Background: an optimization exercise with open tools, aiming at small area, a short achievable clock period and few clock cycles per item. Do not read the settings as production practice. Only simulation tests tie the RTL to the original design; equivalence was not proved. Power and IR drop assume default switching activity.

build 4:
Design ml_accel, start of the top module:
module ml_accel(
    input wire clk,
    input wire rst,
    input wire w_en,
    input wire r_en,
    input wire [5:0] addr,
    input wire [31:0] w_data,
    output reg [31:0] r_data,
    output reg done
    );
Size in the first run: roughly 75 I/O pins, ~30000 sq um of cells after synthesis.
export LEC_CHECK = 0
export ABC_AREA = 1
export CAP_MARGIN = 20
export CORE_MARGIN = 2
export CORE_UTILIZATION = 65
export CTS_BUF_LIST = sky130_fd_sc_hd__clkbuf_8 sky130_fd_sc_hd__clkbuf_16
export CTS_CLUSTER_DIAMETER = 80
export CTS_CLUSTER_SIZE = 30
export PLACE_DENSITY = 0.8
export SETUP_SLACK_MARGIN = 4.8
export SLEW_MARGIN = 20
export SYNTH_HIERARCHICAL = 1
export SYNTH_MINIMUM_KEEP_SIZE = 0
create_clock -name core_clock -period 10.0 [get_ports {clk}]
standard.sh (not shown) runs the stock make flow with config.mk's settings and CLKGATE_MAP_FILE= SYNTH_SCRIPT=/design/flow/synth_recipe.tcl, a recipe that flattens the netlist after the stock synthesis.
==> flow/flow/run.sh <==
#!/bin/bash
# Standard layout, with two changes to how cells are sized:
#  - the port buffers are buf_2 cells instead of the default (a delay-buffer
#    cell that timing repair cannot resize away);
#  - timing repair may resize a cell to one of a different width.
set -euo pipefail
export BUFFER_PORTS_ARGS="-buffer_cell sky130_fd_sc_hd__buf_2"
bash standard.sh MATCH_CELL_FOOTPRINT=0 finish > standard.log 2>&1
Testbench counts of build 4, summed over its fixed seeds: cycles 30,962, items 4,000.
## Diff of input files: build 48 against build 4
- CORE_UTILIZATION changed from 65 to 40
- PLACE_DENSITY removed (was 0.8)
[summary]
- Measured against each other, build 4 and build 48 differ in sequential share of layout area, the lower figure coming from build 48.
- Relative to build 4, overall power decreased by 0.32 mW in build 48.
- Build 48 ended with more area of the die than build 4.
- Worst setup path endpoint = r_data[19]: build 4; worst setup path endpoint = r_data[16]: build 48
- Between build 4 and build 48, filler cell count in the final layout increased.
- Build 48 vs. build 4: worst hold slack went down by 12 ps.
## Diff of input files: build 9 against build 48
- SETUP_SLACK_MARGIN now 4.7, was 4.8
- CORE_UTILIZATION now 55, was 40
- PLACE_DENSITY now 0.7, previously not set
Notes after the runs:
Changes observed in build 9 relative to build 48: clock group share of total power went down 0.3 points, final-stage net count held, measured slew at the worst slew-check pin went up 90 ps, post-CTS clock slew at the launch and capture registers of the worst setup and hold paths held. Classification of the worst setup path = flop to output pin: build 9; classification of the worst setup path = primary input to output pin: build 48. Summary — setup slack at placement, build 9 relative to build 48: lower, by 43 ps. In the final reports, the cell area of build 9 is smaller than that of build 48. [compare] base=build 48 new=build 9: number of buffers and inverters on the critical path lost 3, overall die area lost 21000 sq um, worst hold slack picked up an extra 11 ps. Compared with build 48, build 9 shows maximum frequency that has gone down by a few percent. Between build 9 and build 48, the cell count is higher for build 48.


run A:
Starting RTL as in the previous note.
Settings: LEC_CHECK=0, ABC_AREA=1, CAP_MARGIN=5, CORE_MARGIN=2, CORE_UTILIZATION=55, CTS_BUF_LIST=sky130_fd_sc_hd__clkbuf_8 sky130_fd_sc_hd__clkbuf_16, CTS_CLUSTER_DIAMETER=80, CTS_CLUSTER_SIZE=30, PLACE_DENSITY=0.7, SETUP_SLACK_MARGIN=4.8, SLEW_MARGIN=5, SYNTH_HIERARCHICAL=1, SYNTH_MINIMUM_KEEP_SIZE=0; clock period 10.0 ns.
Scripts as last shown in full above: flow/flow/run.sh
Looking at the reports, run A completed the entire flow and the layout it produced met the timing, design-rule and antenna checks.
Testbench counts of run A, summed over its fixed seeds: cycles 30,962, items 4,000.
--- input diff run A..run B ---
- CAP_MARGIN: 5 -> 20
- SLEW_MARGIN: 5 -> 20
==> run summary <==
The final layout from run B, which completed every stage, passed the timing, design-rule and antenna checks at the end of the flow. Compared run B against run A; number of cells on the worst reg-to-reg path within noise. Re adder-cell area share of the yosys netlist: no difference whatsoever between run A and run B. As far as number of violations of the max-capacitance limit is concerned, run B and run A perform about the same. Data required time of the worst path across run A and run B: no real change. As far as CTS sink count is concerned, run A and run B perform about the same. For cell count, run A and run B come out practically identical. From run A to run B, fraction of the cycle the final worst path needs did not move at all. Going from run A to run B, area fraction in compound gates after synthesis barely changed; die area roughly the same.
Changes in run C relative to run B:
- SETUP_SLACK_MARGIN: 4.8 -> 5.0
- PLACE_DENSITY: 0.7 -> unset
- CORE_UTILIZATION: 55 -> 40
### Flow results
Relative to run B, detailed-route wire length increased by 4.1% in run C. For the post-CTS clock slew at the launch and capture registers of the worst setup and hold paths, run C came in 0.03 ns lower than run B did. Taking run B as the reference, in run C sequential share of layout area fell 1.2 points; layout overhead on the synthesized area rose 3.6 points; total power rose about 1%.
### run C -> run D
- putting PLACE_DENSITY at 0.7 where nothing was set
- putting GPL_ROUTABILITY_DRIVEN at 0 where nothing was set
- swapping 40 for 55 in CORE_UTILIZATION
- swapping 5.0 for 4.8 in SETUP_SLACK_MARGIN
[summary]
Fraction of area in registers on run D is up relative to run C. On register-to-register slack: run D sits below run C. Static leakage power: run D better than run C. Run D ended up with a lower estimated wirelength of the detail-placed design than run C did. Relative to run C, time the final worst path needs with I/O delays and setup increased by 0.028 ns in run D. Summary — die area, run D relative to run C: lower, by 27%. Sort run D and run C by number of vias in the routed layout, descending, and run D comes first. The setup slack of run D is smaller than that of run C. On number of signal-net inverters in the final layout, the higher figure sits with run C, not run D.
--- input diff run D..run E ---
- SETUP_SLACK_MARGIN changed from 4.8 to 4.9
- CORE_UTILIZATION changed from 55 to 40
- GPL_ROUTABILITY_DRIVEN removed (was 0)
- PLACE_DENSITY removed (was 0.7)
Notes after the runs:
Run E leaves less setup margin than run D. Looking only at filler-free cell count of the finished design, and setting everything else aside, the lower value of run E and run D goes to run D. | net count reported at finish | run E vs run D | 22 higher |.
Here is what was changed in the inputs of run F compared with run E.
- putting TNS_END_PERCENT at 10 where nothing was set
- putting PLACE_DENSITY at 0.7 where nothing was set
- swapping 40 for 55 in CORE_UTILIZATION
- swapping 4.9 for 4.8 in SETUP_SLACK_MARGIN
--- outcome ---
- Compared to run E, run F has global-route usage 8.3 points higher.
- Worst hold slack (higher): run F
- Run F completed every stage of the flow, and the final layout passed the timing, design-rule and antenna checks.
- When run F is measured against run E, its signed area change from the synthesized netlist to the final layout turns out 2.6 points lower.
- Run F vs. run E: cell area after layout went down; switching power summed over all nets went up; sequential share of power did not really move.
- Relative to run E, run F degrades internal reg-to-reg setup slack.
- As of run F, placement-stage cell area had fallen slightly compared to run E.
- Comparing run F and run E, the lower smallest setup slack after layout was measured on run F.
- Relative to run E, the count of instances resized after the clock tree is built of run F is lower by 17.

==> afterwards: timing with drivers on the ports <==
Ports are ideal in the flow. The routed layouts listed here were re-timed in OpenROAD.
Step 1, drivers: a clkbuf_16 drives clk and a buf_2 each remaining input, both assumed.
Step 2 adds t to the input delays and takes it off the output delays; t is the mean of the earliest and latest rising clock arrival at the registers after step 1. Input paths then give back, and output paths get back, about the clock's delay inside the block.
a / b / c = no drivers / after step 1 / after step 2; a / b = the first two.
| run | shift t [ns] | slack for setup (ns) | worst hold slack (ns) |
|---|---|---|---|
| build 4 | 0.669 | 4.862 / 4.824 / 4.419 | 0.476 / 0.476 / 0.476 |
| build 48 | 0.685 | 4.902 / 4.859 / 4.519 | 0.464 / 0.464 / 0.464 |
| build 9 | 0.664 | 4.748 / 4.691 / 4.412 | 0.474 / 0.474 / 0.474 |
| run A | 0.665 | 4.914 / 4.857 / 4.441 | 0.469 / 0.469 / 0.469 |
| run B | 0.665 | 4.914 / 4.857 / 4.441 | 0.469 / 0.469 / 0.469 |
| run C | 0.670 | 4.948 / 4.910 / 4.575 | 0.461 / 0.461 / 0.461 |
| run D | 0.669 | 4.921 / 4.883 / 4.401 | 0.470 / 0.470 / 0.470 |
| run E | 0.682 | 4.907 / 4.877 / 4.481 | 0.464 / 0.464 / 0.464 |
| run F | 0.667 | 4.858 / 4.831 / 4.432 | 0.473 / 0.473 / 0.473 |
After both steps every run listed still meets setup and hold. For run D, which loses most, drivers alone change the setup slack by -0.038 ns; drivers and shift together by -0.520 ns.
